From an optimization exercise on the open Yosys and OpenROAD flow, aimed at small area and a short achievable clock period; shortcuts taken in it are not production practice. Function was checked by simulation only, so behaviour that the tests miss may differ from the original.

$ cat design/flow/constraint.sdc
create_clock -name core_clock -period 26.0 [get_ports {CLOCK_50}]
set_input_delay 5.2000 -clock core_clock [delete_from_list [all_inputs] [get_ports {CLOCK_50}]]
set_output_delay 5.2000 -clock core_clock [all_outputs]
set_load 0.01 [all_outputs]
$ cat design/flow/run.sh
#!/bin/bash
# synth_recipe.tcl (not shown) runs the flow's synth.tcl, then flattens the netlist and writes it again
# the make line also repeats each setting of config.mk as NAME=value (left out here)
make -C /OpenROAD-flow-scripts/flow DESIGN_CONFIG=/design/flow/config.mk WORK_HOME=/design/flow/orfs CLKGATE_MAP_FILE= SYNTH_SCRIPT=/design/flow/synth_recipe.tcl finish
$ cat design/flow/config.mk
export PLATFORM = sky130hd
export DESIGN_NAME = processor
export DESIGN_NICKNAME = processor
export VERILOG_FILES = /design/flow/design.v
export SDC_FILE = /design/flow/constraint.sdc
export NUM_CORES = 4
export LEC_CHECK = 0
export CAP_MARGIN = 30
export CORE_MARGIN = 2
export CORE_UTILIZATION = 40
export SLEW_MARGIN = 30
$ cat design/flow/design.v
module processor (
    input             CLOCK_50,
    input             rst,
    input             step,
    input             prog_we,
    input       [4:0] prog_addr,
    input      [15:0] prog_data,
    input       [4:0] dbg_addr,
    output reg  [7:0] LED,
    output     [15:0] dbg_data
);
    reg [15:0] sram [15:0];
    reg [15:0] dram [15:0];
    reg [15:0] address;
    reg [15:0] instruction;
    reg [15:0] a;
    reg [15:0] b;
    reg [15:0] c;
    assign dbg_data = dbg_addr[4] ? dram[dbg_addr[3:0]] : sram[dbg_addr[3:0]];
    always @(posedge CLOCK_50) begin
        LED <= sram[0][7:0];
    end
    always @(posedge CLOCK_50) begin
        if (!step && prog_we) begin
            if (prog_addr[4])
                dram[prog_addr[3:0]] <= prog_data;
            else
                sram[prog_addr[3:0]] <= prog_data;
        end
        if (rst) begin
            address <= 16'h0000;
            instruction <= 16'h0000;
            a <= 16'h0000;
            b <= 16'h0000;
            c <= 16'h0000;
        end else if (step) begin
            address <= sram[15];
            instruction <= dram[address[3:0]];
            b <= sram[instruction[7:4]];
            c <= sram[instruction[3:0]];
            case (instruction[15:12])
                'h0: a <= instruction[7:4];
                'h1: a <= dram[b[3:0]];
                'h2: dram[a[3:0]] <= b;
                'h3: a <= b;
                'h4: a <= b + c;
                'h5: a <= b - c;
                'h6: a <= b * c;
                'h7: a <= (c == 16'h0000) ? 16'hffff : b / c;
                'h8: a <= (c == 16'h0000) ? b : b % c;
                'h9: a <= ~b;
                'ha: a <= b | c;
                'hb: a <= b & c;
                'hc: a <= b ^ c;
                'hd: a <= b << c;
                'he: a <= b == c;
                'hf: a <= b < c;
            endcase
            sram[15] <= address + 1;
            sram[instruction[11:8]] <= a;
        end
    end
endmodule
==> results.yml <==
outcome:
  outcome: "complete, no violations"
logic_synthesis:
  syn-num-nets: 4656
  synthDistinctLibCells: 98
  syn-cell-area_um2: 48880
  synth-seq-area-share_pct: 35.06
  synth_cells: 4306
  synth_warnings: 1
  synth_enable_flop_cells: 512
  register_bit_count_reported_by_yosys: 600
  yosys_most_used_dff: "sky130_fd_sc_hd__edfxtp_1"
  synthArstFlopShare_pct: 0
  syn_area_per_cell_um2: 11.35
setup_path:
  crit_path_start_kind: "flip-flop"
  crit_path_max_cell_delay_ns: 0.57
  crit_slowest_cell: "sky130_fd_sc_hd__a222oi_1"
  worst-endpoint-required_ns: 26.51
  path_max_fanout: 8
  cp_top_family: "compound AO/OA/AOI/OAI gates"
  crit_path_frequent_cell: "sky130_fd_sc_hd__buf_4"
  crit_buf_inv: 17
  endpoint_kind: "flip-flop"
  timing.critical_path.arrival_ns: 25.91
  path_class: "flip-flop to flip-flop"
placed_design:
  dp_worst_setup_slack_ns: -0.8677
  dp_hpwl_um: 130600
  port_buffers: 53
  gp_congestion: 1.002
  placedCellCount: 6026
sta:
  finClkSkew_ns: 0.03300
  setup_violations: 0
  timing.fmax_ghz: 0.03936
  finalWorstSetupSlack_ns: 0.5903
  min_period_ns: 25.41
  layout_worst_path_cycle_share_pct: 97.73
  report.final.hold_viol_count: 0
  setup-tns-final_ns: 0
  finalMaxSlewViolations: 0
  slew_headroom_pct: 26.31
  transition_time_at_the_pin_with_the_least_slew_margin_ns: 1.101
flow_run:
  maxCapViolCount: 0
clocking:
  h_tree_depth: 3
  clock_path_buffers: 3
  numCtsBuffers: 71
  clk_transition_reported_paths_ns: 0.06
  clock_sink_count: 600
  cts_root_buf: "sky130_fd_sc_hd__clkbuf_16"
  cts_tree: "done"
  worstSkewPairLatency_ns: 0.63
floorplanning:
  num_rows: 128
  fp.dieW_um: 353.6
  coreArea_um2: 121600
  die_area_um2: 125000
  die_h_um: 353.6
  initial_core_utilization_pct: 40.21
  boundaryPins: 54
grt:
  grt_overflow: 0
  antenna_found_initial: 10
  via_count_of_the_first_global_routing_pass: 38930
  global_route.usage.total_pct: 29.67
  grt_start_max_net_pins: 72
  grt_pass1_wl_um: 272100
detailed_routing:
  first_pass_iters: 6
  drcViolationCount: 0
  detail-route-antenna-nets: 0
  vias: 40620
  drt-initial-drc-count: 6113
  wirelength_um: 190700
  viasPerCell: 6.518
  drt-wirelength-per-cell_um: 30.60
finish:
  layout.cells.non_filler: 6232
  net_count_reported_at_finish: 4895
  post_route_cells_drive_above_1_share_pct: 30.10
  area_growth_syn_to_layout_pct: 16.94
hold_path:
  min_path_type: "flip-flop to flip-flop"
==> worst paths after layout <==
check / start / depth (start not counted) / slack [ns] / to
max reg2reg: c[11]$_SDFFE_PP0P_ / 121 / 0.59 / a[12]$_SDFFE_PP0P_
min: sram[0][6]$_DFFE_PP_ / 0 / 0.43 / LED[6]$_DFF_P_
min reg2reg: sram[0][6]$_DFFE_PP_ / 0 / 0.43 / LED[6]$_DFF_P_
max: c[11]$_SDFFE_PP0P_ / 121 / 0.59 / a[12]$_SDFFE_PP0P_
==> cell families after synthesis <==
group           count (synthesis)  share of synthesized area, %
fa+ha+maj                     320                         9.467
xor+xnor                      148                         2.652
flops                         600                         35.06
simple gates                 1120                         10.19
mux                           698                         26.94
compound gates                899                         11.62
buf+inv                       521                         4.068
==> worst reg2reg max path, delay by kind of cell (launching register included) <==
family	cells	cell delay (ns)
compound gates	58	12.39
fa+ha+maj	15	3.94
buf+inv	17	2.46
flops	1	0.31
mux	3	0.99
simple gates	28	5.23
==> stage by stage <==
step	util (%)	hold slack (ns)	instance area, µm²
finish	47.02	0.4332	57150
global route	47.01	0.4464	57140
CTS	45.78	0.4359	55640
detailed placement	43.84	0.4206	53280
global placement	43.80	0.4139	53240
floorplan	-	0.3780	48930
==> cell usage in the layout, fill, tap and decap left out, types with 17 or more instances in the layout <==
| cell type | instances |
|---|---|
| sky130_fd_sc_hd__a21o_1 | 36 |
| sky130_fd_sc_hd__a21oi_1 | 191 |
| sky130_fd_sc_hd__a21oi_2 | 20 |
| sky130_fd_sc_hd__a221oi_1 | 22 |
| sky130_fd_sc_hd__a31oi_1 | 32 |
| sky130_fd_sc_hd__and2_1 | 18 |
| sky130_fd_sc_hd__and3_1 | 22 |
| sky130_fd_sc_hd__buf_4 | 424 |
| sky130_fd_sc_hd__clkbuf_1 | 23 |
| sky130_fd_sc_hd__clkbuf_16 | 72 |
| sky130_fd_sc_hd__clkdlybuf4s50_1 | 47 |
| sky130_fd_sc_hd__dfxtp_1 | 74 |
| sky130_fd_sc_hd__edfxtp_1 | 512 |
| sky130_fd_sc_hd__fa_1 | 83 |
| sky130_fd_sc_hd__ha_1 | 205 |
| sky130_fd_sc_hd__ha_4 | 23 |
| sky130_fd_sc_hd__inv_1 | 188 |
| sky130_fd_sc_hd__mux2_2 | 104 |
| sky130_fd_sc_hd__mux2i_1 | 106 |
| sky130_fd_sc_hd__mux4_2 | 483 |
| sky130_fd_sc_hd__nand2_1 | 428 |
| sky130_fd_sc_hd__nand2b_1 | 20 |
| sky130_fd_sc_hd__nand3_1 | 52 |
| sky130_fd_sc_hd__nand4_1 | 17 |
| sky130_fd_sc_hd__nor2_1 | 327 |
| sky130_fd_sc_hd__nor2_2 | 25 |
| sky130_fd_sc_hd__nor2b_1 | 21 |
| sky130_fd_sc_hd__nor3_1 | 63 |
| sky130_fd_sc_hd__o211ai_1 | 35 |
| sky130_fd_sc_hd__o21a_1 | 53 |
| sky130_fd_sc_hd__o21ai_0 | 255 |
| sky130_fd_sc_hd__o21ai_1 | 24 |
| sky130_fd_sc_hd__o21ai_2 | 18 |
| sky130_fd_sc_hd__o22ai_1 | 18 |
| sky130_fd_sc_hd__or3_1 | 23 |
| sky130_fd_sc_hd__xnor2_1 | 86 |
| sky130_fd_sc_hd__xor2_1 | 61 |
==> sequential cells by signal, summed over array words and instances, names as in the netlist <==
name / cells
sram: 256
instruction: 16
dram: 256
b: 16
address: 16
a: 16
LED: 8
c: 16
==> metal layers <==
metal | wire (µm) | track usage [%] | vias up
li1 | - | - | 17050
met1 | 72520 | 39.71 | 20390
met2 | 86260 | 45.86 | 2661
met3 | 22020 | 7.077 | 515
met4 | 9834 | 13.34 | 8
met5 | 89 | 0 | -
==> layout make-up <==
| cell class | instances | area (µm²) |
|---|---|---|
| Timing Repair Buffer | 491 | 3926 |
| Sequential cell | 600 | 17170 |
| Multi-Input combinational cell | 3186 | 31060 |
| Clock buffer | 100 | 1957 |
| Tap cell | 1625 | 2033 |
| Fill cell | 10920 | 64400 |
| Antenna cell | 6 | 15.01 |
| Inverter | 195 | 732.0 |
| Clock inverter | 29 | 254.0 |
==> timing repair <==
action | in CTS | in global routing
gates resized for setup | 24 | 201
cloned | 0 | 2
setup endpoints to repair | 16 | 16
setup buffers | 7 | 60
hold endpoints to repair | 0 | 0
pin swaps | 9 | 80
hold buffers | 0 | 0
==> Yosys cell counts, types with 12 or more instances <==
cell | number | share of area, %
sky130_fd_sc_hd__edfxtp_1 | 512 | 31
sky130_fd_sc_hd__a221oi_1 | 22 | 0.39
sky130_fd_sc_hd__a211oi_1 | 12 | 0.18
sky130_fd_sc_hd__inv_1 | 189 | 1.5
sky130_fd_sc_hd__or3_1 | 25 | 0.32
sky130_fd_sc_hd__mux2_2 | 107 | 2.5
sky130_fd_sc_hd__o31ai_1 | 14 | 0.22
sky130_fd_sc_hd__o221ai_1 | 16 | 0.29
sky130_fd_sc_hd__o21a_1 | 56 | 0.86
sky130_fd_sc_hd__ha_1 | 237 | 6.1
sky130_fd_sc_hd__nor3_1 | 74 | 0.76
sky130_fd_sc_hd__and3_1 | 25 | 0.32
sky130_fd_sc_hd__nand2b_1 | 21 | 0.27
sky130_fd_sc_hd__xor2_1 | 62 | 1.1
sky130_fd_sc_hd__buf_1 | 66 | 0.51
sky130_fd_sc_hd__o211ai_1 | 35 | 0.54
sky130_fd_sc_hd__nor4_1 | 13 | 0.17
sky130_fd_sc_hd__a21oi_1 | 211 | 2.2
sky130_fd_sc_hd__nor2_1 | 355 | 2.7
sky130_fd_sc_hd__nand3_1 | 56 | 0.57
sky130_fd_sc_hd__fa_1 | 83 | 3.4
sky130_fd_sc_hd__o21ai_0 | 293 | 3.0
sky130_fd_sc_hd__xnor2_1 | 86 | 1.5
sky130_fd_sc_hd__nand4_1 | 17 | 0.22
sky130_fd_sc_hd__nand2_1 | 434 | 3.3
sky130_fd_sc_hd__clkbuf_1 | 250 | 1.9
sky130_fd_sc_hd__o22ai_1 | 19 | 0.24
sky130_fd_sc_hd__dfxtp_1 | 88 | 3.6
sky130_fd_sc_hd__nor2b_1 | 23 | 0.29
sky130_fd_sc_hd__mux4_2 | 483 | 22
sky130_fd_sc_hd__a21o_1 | 37 | 0.57
sky130_fd_sc_hd__mux2i_1 | 107 | 2.2
sky130_fd_sc_hd__a31oi_1 | 37 | 0.47
sky130_fd_sc_hd__or2_2 | 14 | 0.18
sky130_fd_sc_hd__and2_1 | 23 | 0.29

==> separate check: timing with driven ports <==
In the flow no input, the clock included, has a driving cell. The finished layout below was timed again as built, in two steps.
Step 1: set_driving_cell puts a clkbuf_16 on CLOCK_50 and a buf_2 on each other input, an assumption about the parent block.
Step 2 also shifts input and output timing later by t, the mid clock arrival at the registers, as if the neighbouring blocks saw the same clock.
a / b / c = ideal / step 1 / step 2; a / b = the first two.
t (ns): 0.693
slack for setup (ns): 0.590 / 0.590 / 0.590
clock arrival spread, ns: 0.034 / 0.034
After both steps setup and hold are still met in this run. The setup slack of this run moves by 0.000 ns with the drivers and by 0.000 ns with both steps.
